Source: an optimization exercise on an open RTL-to-GDS flow (aim: small area). Production flows keep margins and buffers that such runs may drop.
Only simulation tests tie the RTL to the original design; equivalence was not proved.
Power is estimated from default activity; no workload was simulated.

<file path="design/flow/constraint.sdc">
create_clock -name core_clock -period 8.0 [get_ports {clock}]
set_input_delay 1.6000 -clock core_clock [delete_from_list [all_inputs] [get_ports {clock}]]
set_output_delay 1.6000 -clock core_clock [all_outputs]
set_load 0.01 [all_outputs]
</file>
<file path="design/flow/config.mk">
export PLATFORM = sky130hd
export DESIGN_NAME = Pong
export DESIGN_NICKNAME = Pong
export VERILOG_FILES = /design/flow/design.v
export SDC_FILE = /design/flow/constraint.sdc
export NUM_CORES = 4
export LEC_CHECK = 0
export CAP_MARGIN = 20
export CORE_MARGIN = 2
export CORE_UTILIZATION = 40
export PLACE_DENSITY = 0.6
export SLEW_MARGIN = 20
</file>
<file path="design/flow/run.sh">
#!/bin/bash
# synth_recipe.tcl (not shown) runs the flow's synth.tcl, then flattens the netlist and writes it again
# the make line also repeats each setting of config.mk as NAME=value (left out here)
make -C /OpenROAD-flow-scripts/flow DESIGN_CONFIG=/design/flow/config.mk WORK_HOME=/design/flow/orfs CLKGATE_MAP_FILE= SYNTH_SCRIPT=/design/flow/synth_recipe.tcl finish
</file>
<file path="design/flow/design.v">
module Pong #(
	parameter LCD_WIDTH  = 240,
	parameter LCD_HEIGHT = 320,
	parameter CLOCK_FREQ = 12800
	)(
	input wire	clock,
	input wire		player_1_up,
	input wire		player_1_down,
	input wire		player_2_up,
	input wire		player_2_down,
	input wire 		pause,
	input wire     globalReset,
	output 		   resetApp,
	output [13:0] 	display_score1,
	output [13:0]	display_score2,
	output [8:0]	leds,
	output        LT24Wr_n,
	output        LT24Rd_n,
	output        LT24CS_n,
	output        LT24RS,
	output        LT24Reset_n,
	output [15:0] LT24Data,
	output        LT24LCDOn
	);
	reg [3:0] resetSync;
	always @(posedge clock or posedge globalReset) begin
		if (globalReset) resetSync <= 4'hF;
		else             resetSync <= {resetSync[2:0], 1'b0};
	end
	wire reset = resetSync[3];
	reg [3:0] c;         
	reg [7:0] X;         
	reg [8:0] Y;         
	reg       pix;       
	wire cEnd   = (c == 4'd15);
	wire X239   = (X == 8'd239);
	wire X240   = (X == 8'd240);
	wire [7:0] xNext = X240 ? 8'd0 : X + 8'd1;
	wire [8:0] yNext = X239 ? ((Y == 9'd320) ? 9'd0 : Y + 9'd1) : Y;
	wire load   = cEnd & (pix | X240);      
	always @(posedge clock) begin
		if (reset) begin
			c <= 4'd0;
			X <= 8'd132;
			Y <= 9'd0;
			pix <= 1'b0;
		end else begin
			c <= c + 4'd1;
			if (cEnd) X <= xNext;
			if (cEnd & pix) Y <= yNext;
			if (load) pix <= 1'b1;
		end
	end
	wire initDone = pix | (X240 & c[3] & c[2] & c[1]);
	assign resetApp = reset | ~initDone;
	reg [16:0] W;        
	reg        done;     
	reg        resetGC;
	reg        win1, win2;
	wire winActive = (win1 | win2) & ~done;
	wire [16:0] Winc = W + 17'd1;
	always @(posedge clock) begin
		if (resetApp) begin
			W <= 17'd0;
			done <= 1'b0;
			resetGC <= 1'b1;
		end else begin
			resetGC <= pause | winActive;
			if (winActive) begin
				if (!pause) begin
					if (W == 17'd89599) begin
						done <= 1'b1;
						W <= 17'd0;
					end else begin
						W <= Winc;
					end
				end
			end else begin
				W <= resetGC ? 17'd0 : {9'd0, Winc[7:0]};
			end
		end
	end
	wire tick = ~resetGC & (&W[7:0]);
	reg [7:0] p1x, p2x;
	always @(posedge clock) begin
		if (resetApp) begin
			p1x <= 8'd119;
			p2x <= 8'd119;
		end else if (tick) begin
			if (!player_1_up) begin
				if (p1x != 8'd199) p1x <= p1x + 8'd1;
			end else if (!player_1_down) begin
				if (p1x != 8'd0) p1x <= p1x - 8'd1;
			end
			if (!player_2_up) begin
				if (p2x != 8'd199) p2x <= p2x + 8'd1;
			end else if (!player_2_down) begin
				if (p2x != 8'd0) p2x <= p2x - 8'd1;
			end
		end
	end
	reg [7:0] bx;
	reg [8:0] by;
	reg dx, dy;
	reg p1s, p2s;
	wire [8:0] bx10 = {1'b0, bx} + 9'd10;
	wire [7:0] p1h = p1x + 8'd41;
	wire hitX = bx < p1h;
	wire hit = hitX & (((by == 9'd35) & (bx10 > {1'b0, p1x})) | ((by == 9'd280) & (bx10 > {1'b0, p2x})));
	wire wall = (bx10 == 9'd239) | (bx == 8'd0);
	wire ndy = dy ^ hit;
	wire ndx = dx ^ (~hit & wall);
	wire [7:0] nbx = ndx ? bx + 8'd1 : bx - 8'd1;
	wire out2 = ndy & (by == 9'd319);
	wire out1 = ~ndy & (by == 9'd1);
	always @(posedge clock) begin
		if (resetApp) begin
			by <= 9'd155;
			bx <= 8'd115;
			dy <= 1'b1;
			dx <= 1'b0;
			p1s <= 1'b0;
			p2s <= 1'b0;
		end else if (tick) begin
			dx <= ndx;
			p1s <= out1;
			p2s <= out2;
			if (out1 | out2) begin
				by <= 9'd155;
				bx <= 8'd115;
				dy <= ~ndy;
			end else begin
				by <= ndy ? by + 9'd1 : by - 9'd1;
				bx <= nbx;
				dy <= ndy;
			end
		end
	end
	reg [3:0] s1, s2;
	reg [4:0] bt;        
	reg       who;       
	always @(posedge clock) begin
		if (resetApp) begin
			s1 <= 4'd0;
			s2 <= 4'd0;
			win1 <= 1'b0;
			win2 <= 1'b0;
			bt <= 5'd0;
		end else begin
			if (bt == 5'd23) begin
				bt <= 5'd0;
				if (who) s2 <= s2 + 4'd1;
				else     s1 <= s1 + 4'd1;
			end else if (bt != 5'd0) begin
				bt <= bt + 5'd1;
			end
			if (tick) begin
				if (p1s) begin
					bt <= 5'd1;
					who <= 1'b0;
				end else if (s1 == 4'd10) begin
					win1 <= 1'b1;
				end else if (p2s) begin
					bt <= 5'd1;
					who <= 1'b1;
				end else if (s2 == 4'd10) begin
					win2 <= 1'b1;
				end
			end
		end
	end
	function [13:0] seg2;
		input [3:0] s;
		reg [3:0] ones;
		begin
			ones = (s >= 4'd10) ? s - 4'd10 : s;
			case (ones)
				4'd0: seg2[6:0] = 7'b1000000;
				4'd1: seg2[6:0] = 7'b1111001;
				4'd2: seg2[6:0] = 7'b0100100;
				4'd3: seg2[6:0] = 7'b0110000;
				4'd4: seg2[6:0] = 7'b0011001;
				4'd5: seg2[6:0] = 7'b0010010;
				4'd6: seg2[6:0] = 7'b0000010;
				4'd7: seg2[6:0] = 7'b1111000;
				4'd8: seg2[6:0] = 7'b0000000;
				default: seg2[6:0] = 7'b0010000;
			endcase
			seg2[13:7] = (s >= 4'd10) ? 7'b1111001 : 7'b1000000;
		end
	endfunction
	assign display_score1 = seg2(reset ? 4'd0 : s1);
	assign display_score2 = seg2(reset ? 4'd0 : s2);
	reg [12:0] lc;
	reg [8:0] ledr;
	wire ledEn = (lc == 13'd4096);
	always @(posedge clock) begin
		if (resetApp) begin
			lc <= 13'd0;
			ledr <= 9'b100000000;
		end else begin
			lc <= lc + 13'd1;
			if (ledEn & win2)      ledr <= {ledr[0], ledr[8:1]};
			else if (ledEn & win1) ledr <= {ledr[7:0], ledr[8]};
		end
	end
	assign leds = ledr;
	wire [8:0] dxp1 = {1'b0, xNext} - {1'b0, p1x};
	wire [8:0] dxp2 = {1'b0, xNext} - {1'b0, p2x};
	wire [8:0] dxb  = {1'b0, xNext} - {1'b0, bx};
	wire [9:0] dyb  = {1'b0, yNext} - {1'b0, by};
	wire inP2 = (dxp2 <= 9'd40) & (yNext >= 9'd290) & (yNext <= 9'd295);
	wire inP1 = (dxp1 <= 9'd40) & (yNext >= 9'd30) & (yNext <= 9'd35);
	wire inB  = (dxb <= 9'd10) & (dyb <= 10'd10);
	wire [1:0] colour = inP2 ? 2'd3 : inP1 ? 2'd2 : inB ? 2'd1 : 2'd0;
	reg [1:0] pd, pt;
	always @(posedge clock) begin
		if (reset) pd <= 2'd0;
		else if (load) pd <= colour;
	end
	always @(posedge clock) begin
		if (load) pt <= pd;
	end
	function [8:0] rom;
		input [7:0] a;
		begin
			case (a)
        8'h40: rom = 9'h100;
        8'h41: rom = 9'h0ef;
        8'h42: rom = 9'h0ef;
        8'h43: rom = 9'h103;
        8'h44: rom = 9'h103;
        8'h45: rom = 9'h180;
        8'h46: rom = 9'h180;
        8'h47: rom = 9'h102;
        8'h48: rom = 9'h102;
        8'h49: rom = 9'h0cf;
        8'h4a: rom = 9'h0cf;
        8'h4b: rom = 9'h100;
        8'h4c: rom = 9'h100;
        8'h4d: rom = 9'h181;
        8'h4e: rom = 9'h181;
        8'h4f: rom = 9'h1c0;
        8'h50: rom = 9'h1c0;
        8'h51: rom = 9'h0ed;
        8'h52: rom = 9'h0ed;
        8'h53: rom = 9'h164;
        8'h54: rom = 9'h164;
        8'h55: rom = 9'h103;
        8'h56: rom = 9'h103;
        8'h57: rom = 9'h112;
        8'h58: rom = 9'h112;
        8'h59: rom = 9'h181;
        8'h5a: rom = 9'h181;
        8'h5b: rom = 9'h0e8;
        8'h5c: rom = 9'h0e8;
        8'h5d: rom = 9'h185;
        8'h5e: rom = 9'h185;
        8'h5f: rom = 9'h101;
        8'h60: rom = 9'h101;
        8'h61: rom = 9'h178;
        8'h62: rom = 9'h178;
        8'h63: rom = 9'h0cb;
        8'h64: rom = 9'h0cb;
        8'h65: rom = 9'h139;
        8'h66: rom = 9'h139;
        8'h67: rom = 9'h12c;
        8'h68: rom = 9'h12c;
        8'h69: rom = 9'h100;
        8'h6a: rom = 9'h100;
        8'h6b: rom = 9'h134;
        8'h6c: rom = 9'h134;
        8'h6d: rom = 9'h102;
        8'h6e: rom = 9'h102;
        8'h6f: rom = 9'h0f7;
        8'h70: rom = 9'h0f7;
        8'h71: rom = 9'h120;
        8'h72: rom = 9'h120;
        8'h73: rom = 9'h0ea;
        8'h74: rom = 9'h0ea;
        8'h75: rom = 9'h100;
        8'h76: rom = 9'h100;
        8'h77: rom = 9'h100;
        8'h78: rom = 9'h100;
        8'h79: rom = 9'h0c0;
        8'h7a: rom = 9'h0c0;
        8'h7b: rom = 9'h123;
        8'h7c: rom = 9'h123;
        8'h7d: rom = 9'h0c1;
        8'h7e: rom = 9'h0c1;
        8'h7f: rom = 9'h110;
        8'h80: rom = 9'h110;
        8'h81: rom = 9'h0c5;
        8'h82: rom = 9'h0c5;
        8'h83: rom = 9'h13e;
        8'h84: rom = 9'h13e;
        8'h85: rom = 9'h128;
        8'h86: rom = 9'h128;
        8'h87: rom = 9'h0c7;
        8'h88: rom = 9'h0c7;
        8'h89: rom = 9'h186;
        8'h8a: rom = 9'h186;
        8'h8b: rom = 9'h036;
        8'h8c: rom = 9'h036;
        8'h8d: rom = 9'h148;
        8'h8e: rom = 9'h148;
        8'h8f: rom = 9'h03a;
        8'h90: rom = 9'h03a;
        8'h91: rom = 9'h155;
        8'h92: rom = 9'h155;
        8'h93: rom = 9'h0b1;
        8'h94: rom = 9'h0b1;
        8'h95: rom = 9'h100;
        8'h96: rom = 9'h100;
        8'h97: rom = 9'h11b;
        8'h98: rom = 9'h11b;
        8'h99: rom = 9'h0b6;
        8'h9a: rom = 9'h0b6;
        8'h9b: rom = 9'h108;
        8'h9c: rom = 9'h108;
        8'h9d: rom = 9'h182;
        8'h9e: rom = 9'h182;
        8'h9f: rom = 9'h127;
        8'ha0: rom = 9'h127;
        8'ha1: rom = 9'h0f2;
        8'ha2: rom = 9'h0f2;
        8'ha3: rom = 9'h100;
        8'ha4: rom = 9'h100;
        8'ha5: rom = 9'h026;
        8'ha6: rom = 9'h026;
        8'ha7: rom = 9'h101;
        8'ha8: rom = 9'h101;
        8'ha9: rom = 9'h0e0;
        8'haa: rom = 9'h0e0;
        8'hab: rom = 9'h10f;
        8'hac: rom = 9'h10f;
        8'had: rom = 9'h131;
        8'hae: rom = 9'h131;
        8'haf: rom = 9'h12b;
        8'hb0: rom = 9'h12b;
        8'hb1: rom = 9'h10c;
        8'hb2: rom = 9'h10c;
        8'hb3: rom = 9'h10e;
        8'hb4: rom = 9'h10e;
        8'hb5: rom = 9'h108;
        8'hb6: rom = 9'h108;
        8'hb7: rom = 9'h14e;
        8'hb8: rom = 9'h14e;
        8'hb9: rom = 9'h1f1;
        8'hba: rom = 9'h1f1;
        8'hbb: rom = 9'h137;
        8'hbc: rom = 9'h137;
        8'hbd: rom = 9'h107;
        8'hbe: rom = 9'h107;
        8'hbf: rom = 9'h110;
        8'hc0: rom = 9'h110;
        8'hc1: rom = 9'h103;
        8'hc2: rom = 9'h103;
        8'hc3: rom = 9'h10e;
        8'hc4: rom = 9'h10e;
        8'hc5: rom = 9'h109;
        8'hc6: rom = 9'h109;
        8'hc7: rom = 9'h100;
        8'hc8: rom = 9'h100;
        8'hc9: rom = 9'h0e1;
        8'hca: rom = 9'h0e1;
        8'hcb: rom = 9'h100;
        8'hcc: rom = 9'h100;
        8'hcd: rom = 9'h10e;
        8'hce: rom = 9'h10e;
        8'hcf: rom = 9'h114;
        8'hd0: rom = 9'h114;
        8'hd1: rom = 9'h103;
        8'hd2: rom = 9'h103;
        8'hd3: rom = 9'h111;
        8'hd4: rom = 9'h111;
        8'hd5: rom = 9'h107;
        8'hd6: rom = 9'h107;
        8'hd7: rom = 9'h131;
        8'hd8: rom = 9'h131;
        8'hd9: rom = 9'h1c1;
        8'hda: rom = 9'h1c1;
        8'hdb: rom = 9'h148;
        8'hdc: rom = 9'h148;
        8'hdd: rom = 9'h108;
        8'hde: rom = 9'h108;
        8'hdf: rom = 9'h10f;
        8'he0: rom = 9'h10f;
        8'he1: rom = 9'h10c;
        8'he2: rom = 9'h10c;
        8'he3: rom = 9'h131;
        8'he4: rom = 9'h131;
        8'he5: rom = 9'h136;
        8'he6: rom = 9'h136;
        8'he7: rom = 9'h10f;
        8'he8: rom = 9'h10f;
        8'he9: rom = 9'h0b1;
        8'hea: rom = 9'h0b1;
        8'heb: rom = 9'h100;
        8'hec: rom = 9'h100;
        8'hed: rom = 9'h101;
        8'hee: rom = 9'h101;
        8'hef: rom = 9'h0f6;
        8'hf0: rom = 9'h0f6;
        8'hf1: rom = 9'h101;
        8'hf2: rom = 9'h101;
        8'hf3: rom = 9'h110;
        8'hf4: rom = 9'h110;
        8'hf5: rom = 9'h100;
        8'hf6: rom = 9'h100;
        8'hf7: rom = 9'h011;
        8'hf8: rom = 9'h011;
        8'hf9: rom = 9'h02a;
        8'hfa: rom = 9'h02a;
        8'hfb: rom = 9'h100;
        8'hfc: rom = 9'h100;
        8'hfd: rom = 9'h100;
        8'hfe: rom = 9'h100;
        8'hff: rom = 9'h100;
        8'h00: rom = 9'h100;
        8'h01: rom = 9'h1ef;
        8'h02: rom = 9'h1ef;
        8'h03: rom = 9'h02b;
        8'h04: rom = 9'h02b;
        8'h05: rom = 9'h100;
        8'h06: rom = 9'h100;
        8'h07: rom = 9'h100;
        8'h08: rom = 9'h100;
        8'h09: rom = 9'h101;
        8'h0a: rom = 9'h101;
        8'h0b: rom = 9'h13f;
        8'h0c: rom = 9'h13f;
        8'h0d: rom = 9'h029;
        8'h0e: rom = 9'h029;
        8'h0f: rom = 9'h029;
				default: rom = 9'h100;
			endcase
		end
	endfunction
	wire pre = X < 8'd228;
	wire [8:0] initWord = pre ? 9'h100 : rom({X[3:0], c});
	wire isP1 = pt == 2'd2;
	wire isB  = pt == 2'd1;
	wire isP2 = pt == 2'd3;
	reg [8:0] pixWord;
	always @(*) begin
		case (c[3:1])
			3'd0: pixWord = 9'h02A;
			3'd1: pixWord = 9'h100;
			3'd2: pixWord = {1'b1, X};
			3'd3: pixWord = 9'h02B;
			3'd4: pixWord = {8'h80, Y[8]};
			3'd5: pixWord = {1'b1, Y[7:0]};
			3'd6: pixWord = 9'h02C;
			default: pixWord = {1'b1, isB, isB, {6{isP2}}};
		endcase
	end
	wire [8:0] word = reset ? 9'h100 : pix ? pixWord : initWord;
	assign LT24RS = word[8];
	assign LT24Data = {{5{~reset & pix & (c[3:1] == 3'd7) & isP1}}, {3{~reset & pix & (c[3:1] == 3'd7) & isB}}, word[7:0]};
	assign LT24Wr_n = ~reset & (pix ? c[0] : (~pre & ~c[0] & ~(X == 8'd228 && c == 4'd0)));
	assign LT24Reset_n = ~reset;
	assign LT24CS_n = 1'b0;
	assign LT24Rd_n = 1'b1;
	assign LT24LCDOn = 1'b1;
endmodule
</file>
==> summary.txt <==
Outcome
  • Status: no timing/DRC/antenna violations

Power and ir drop
  • Switching Power: 0.000447 W
  • Leakage power: 4.83 nW
  • Switch share: 28.5%
  • Clk pwr share: 49.8%
  • Pwr dens: 124 mW/mm^2
  • Reg power frac: 40.0%
  • Cell internal pwr: 0.00112 W
  • Logic pwr share: 10.1%
  • VDD IR-drop max: 0.128 mV

Routing
  • Detail Route Antenna Nets: 0
  • DR WL/cell: 16.6 um
  • DR iter-0 viols: 984
  • Via count: 11200
  • First-pass detailed-route iteration total: 5
  • DRC violations left: 0
  • Post-Route WL: 32000 um
  • Routed vias/inst: 5.81

Critical path
  • Crit path cell chain: inv_1 > ha_1 > and2_0 > nor3_1 > a21oi_1 > o21ai_0 > a31oi_1 > a21oi_1 > a221oi_1 > o22a_1 > clkdlybuf4s50_1
  • Reg2reg path depth: 16
  • WP buf/inv: 2
  • Worst path depth: 11
  • Reg2Reg Capture Point: bx[6]$_SDFFE_PN1P_
  • FF-to-FF setup slack: 3.29 ns
  • Worst Path Arrival: 4.22 ns
  • Crit path capture type: output port
  • Max stage delay cell, worst path: and2_0
  • Max incr delay on CP: 0.59 ns
  • Delay-heaviest family, CP: compound AO/OA/AOI/OAI gates
  • Most frequent CP cell: a21oi_1
  • Worst setup path class: reg -> out
  • Crit-path max FO: 12
  • Worst R2R Start: bx[1]$_SDFFE_PN1P_
  • CP required: 6.40 ns
  • CP startpoint kind: flip-flop

Final layout
  • Final #Nets: 1657
  • Filler cells: 2834
  • Fin area: 0.0127 sq mm
  • Antenna diode count: 0
  • Synth-to-layout area growth: 11.0%
  • Final core utilization: 45.3%
  • Layout cells sized above 1: 5.22%

Worst hold path
  • Worst hold path stage count: 0
  • Worst min-delay path class: reg -> reg
  • Hold Path End: resetSync[2]$_DFF_PP1_
  • Hold path start: resetSync[1]$_DFF_PP1_

Clock tree
  • CTS tree: built
  • CTS Hold Bufs: 0
  • Clock transition at the registers of the reported paths: 0.06 ns
  • Root buffer cell: clkbuf_16
  • CTS max path bufs: 2
  • Setup bufs post-CTS: 0
  • Total CTS buffers: 17
  • H-tree levels: 4
  • Clock sinks: 124
  • Skew-Pair Late Insertion Delay: 0.43 ns
  • Resize count post-CTS: 0

STA
  • Worst-margin pin slew: 0.989 ns
  • Hold Violations, Final: 0
  • RSZ-0062 raised after global routing: false
  • Clk_skew: 0.0142 ns
  • Slew Viols, Final: 0
  • Final TNS setup: 0 ns
  • Fmax: 172 MHz
  • Headroom to the max-slew limit: 34.0%
  • Fin crit share: 72.8%
  • Tmin final: 5.82 ns
  • Final setup fails: 0

Die
  • Top-Level Pins: 67
  • Site row count: 61
  • Height of the chip: 173 um
  • Die area: 0.0299 sq mm
  • Die X-Extent: 173 um
  • Starting Density: 40.8%
  • Core region area: 0.0279 sq mm

Placement
  • Placer Congestion: 0.947
  • Port-buffer cells: 57
  • Post-DP Area: 0.0121 sq mm
  • DPL Wire Length: 23100 um

Global route
  • Vias in the first global route: 10600
  • GRT Util Overall: 21.3%
  • Global route total overflow: 0
  • Pin count of the biggest net entering global routing: 71
  • Initial antenna violation count: 0
  • First-pass GRT wire length: 53300 um

Yosys
  • Post-synth EDFFs: 3
  • Mapped Area: 0.0114 sq mm
  • Post-synthesis async set-or-reset flop share: 3.23%
  • Register bit total from synthesis: 124
  • Synth warn: 1
  • Mapped Cells: 1552
  • Avg Cell Area, Syn: 7.35 sq um
  • Top FF cell, synth: dfxtp_1
  • Register area share after synthesis: 22.2%
  • Netlist cell types: 92

Run
  • Max-cap violations: 0
## state kept, by name, summed over array words and instances (netlist names), 5 cells and up
| signal | flops |
|---|---|
| bx | 8 |
| by | 9 |
| p1x | 8 |
| Y | 9 |
| W | 17 |
| X | 8 |
| p2x | 8 |
| bt | 5 |
| lc | 13 |
| ledr | 9 |
## synth_stat cells, types with 22 or more instances
library cell / n / share of area [%]
nor2_1: 158 / 5.2
nand2_1: 150 / 4.9
a21oi_1: 140 / 6.1
dfxtp_1: 117 / 21
ha_1: 106 / 12
o21ai_0: 93 / 4.1
inv_1: 86 / 2.8
clkbuf_1: 60 / 2.0
xnor2_1: 53 / 4.1
nand3_1: 49 / 2.1
nor3_1: 47 / 2.1
xor2_1: 32 / 2.5
nor2b_1: 28 / 1.5
nand4_1: 24 / 1.3
a31oi_1: 22 / 1.2
## worst max-delay path by stage
stage | from | endpoint | slack, ns
2_1_floorplan | c[1]$_SDFF_PP0_ | LT24Data[5] | 3.75
3_3_place_gp | c[2]$_SDFF_PP0_ | LT24Data[0] | 2.84
3_5_place_dp | c[1]$_SDFF_PP0_ | LT24Data[5] | 2.78
4_1_cts | c[1]$_SDFF_PP0_ | LT24Data[5] | 2.33
5_1_grt | c[1]$_SDFF_PP0_ | LT24Data[5] | 2.01
6_report | c[1]$_SDFF_PP0_ | LT24Data[5] | 2.18
## routing by layer
metal / track usage [%] / vias up / wire (um)
met1: 28.4 / 5167 / 14700
met3: 3.30 / 94 / 2010
li1: - / 5542 / -
met5: 0 / - / 0
met2: 34.2 / 417 / 14300
met4: 8.69 / 0 / 1010
## power by group through the flow
stage / Sequential (W) / Combinational (W) / Clock [W]
floorplan: 0.000638 / 0.000120 / 0
global placement: 0.000642 / 0.000155 / 0
detailed placement: 0.000642 / 0.000152 / 0
CTS: 0.000629 / 0.000153 / 0.000801
global route: 0.000629 / 0.000175 / 0.000831
finish: 0.000629 / 0.000159 / 0.000782
## stage by stage
step / power, W / worst slack (ns) / cells / hold slack, ns
2_1_floorplan: 0.000758 / 3.75 / 1560 / 0.345
3_3_place_gp: 0.000797 / 2.84 / 1899 / 0.346
3_5_place_dp: 0.000794 / 2.78 / 1899 / 0.348
4_1_cts: 0.00158 / 2.33 / 1931 / 0.358
5_1_grt: 0.00164 / 2.01 / 1931 / 0.362
6_report: 0.00157 / 2.18 / 1931 / 0.358
## logic make-up after synthesis
logic type	count (synthesis)	synth area share, %
compound gates	434	24.2
fa+ha+maj	110	12.3
buf+inv	198	7.49
other cells	2	0.0658
mux	19	1.74
xor+xnor	86	6.77
simple gates	579	25.2
flops	124	22.2
## worst reg2reg max path, cell delays in order (launching register included)
cell	delay [ns]
dfxtp_1	0.57
ha_1	0.27
o21ai_0	0.11
xnor2_1	0.32
ha_1	0.31
nand4_1	0.13
a21oi_1	0.06
o41ai_1	0.69
a211oi_4	0.22
o211a_1	0.43
xnor2_1	0.20
ha_1	0.19
a21oi_1	0.32
nor4b_1	0.27
mux2i_1	0.15
nor4_1	0.25
a221oi_1	0.08
## cells in the final DEF, fill, tap and decap left out, types with 8 or more instances in the layout
cell             count
nand4_1             24
a311oi_1            12
nand3b_1             9
mux2i_1             15
a21oi_1            140
nand2_1            150
nor4b_1              8
dfxtp_1            115
clkdlybuf4s50_1     57
o21ai_0             93
o221ai_1            12
nand3_1             49
nor3_1              47
and3_1              11
o22a_1               8
a21o_1              15
clkbuf_16           17
xor2_1              32
inv_1               85
buf_4               12
or3_1               12
xnor2_1             53
and2_1               8
o211ai_1            15
o22ai_1             17
conb_1              10
nand2b_1            19
a31oi_1             22
o21a_1              12
nor2_1             157
a211oi_1            21
nor4_1              12
ha_1               106
nor2b_1             28
## layout make-up
| class | count | area [sq um] | area share (%) |
|---|---|---|---|
| multi-input cells | 1238 | 8050 | 63.6 |
| flip-flops and latches | 124 | 2540 | 20.1 |
| repair buffers | 69 | 661 | 5.22 |
| well taps | 378 | 473 | 3.74 |
| clock buffers | 17 | 425 | 3.36 |
| inverters | 90 | 338 | 2.67 |
| clock inverters | 15 | 174 | 1.37 |

==> port drivers added, routing unchanged <==
The results above use ideal ports. As a check the final layout listed here was re-extracted and re-timed, cells and wires unchanged.
Step 1, drivers: a clkbuf_16 drives clock and a buf_2 each remaining input, both assumed.
Step 2, shift: input delay + t, output delay - t, t = (earliest + latest rising clock arrival at the registers) / 2. This alone moves slack from input paths to output paths.
Slacks: ideal / step 1 / step 2; pairs: ideal / step 1.
t (ns): 0.473
setup slack, ns: 2.177 / 2.128 / 2.601
hold slack, ns: 0.358 / 0.358 / 0.358
After both steps this run still meets setup and hold. The setup slack of this run moves by -0.049 ns with the drivers and by +0.424 ns with both steps.
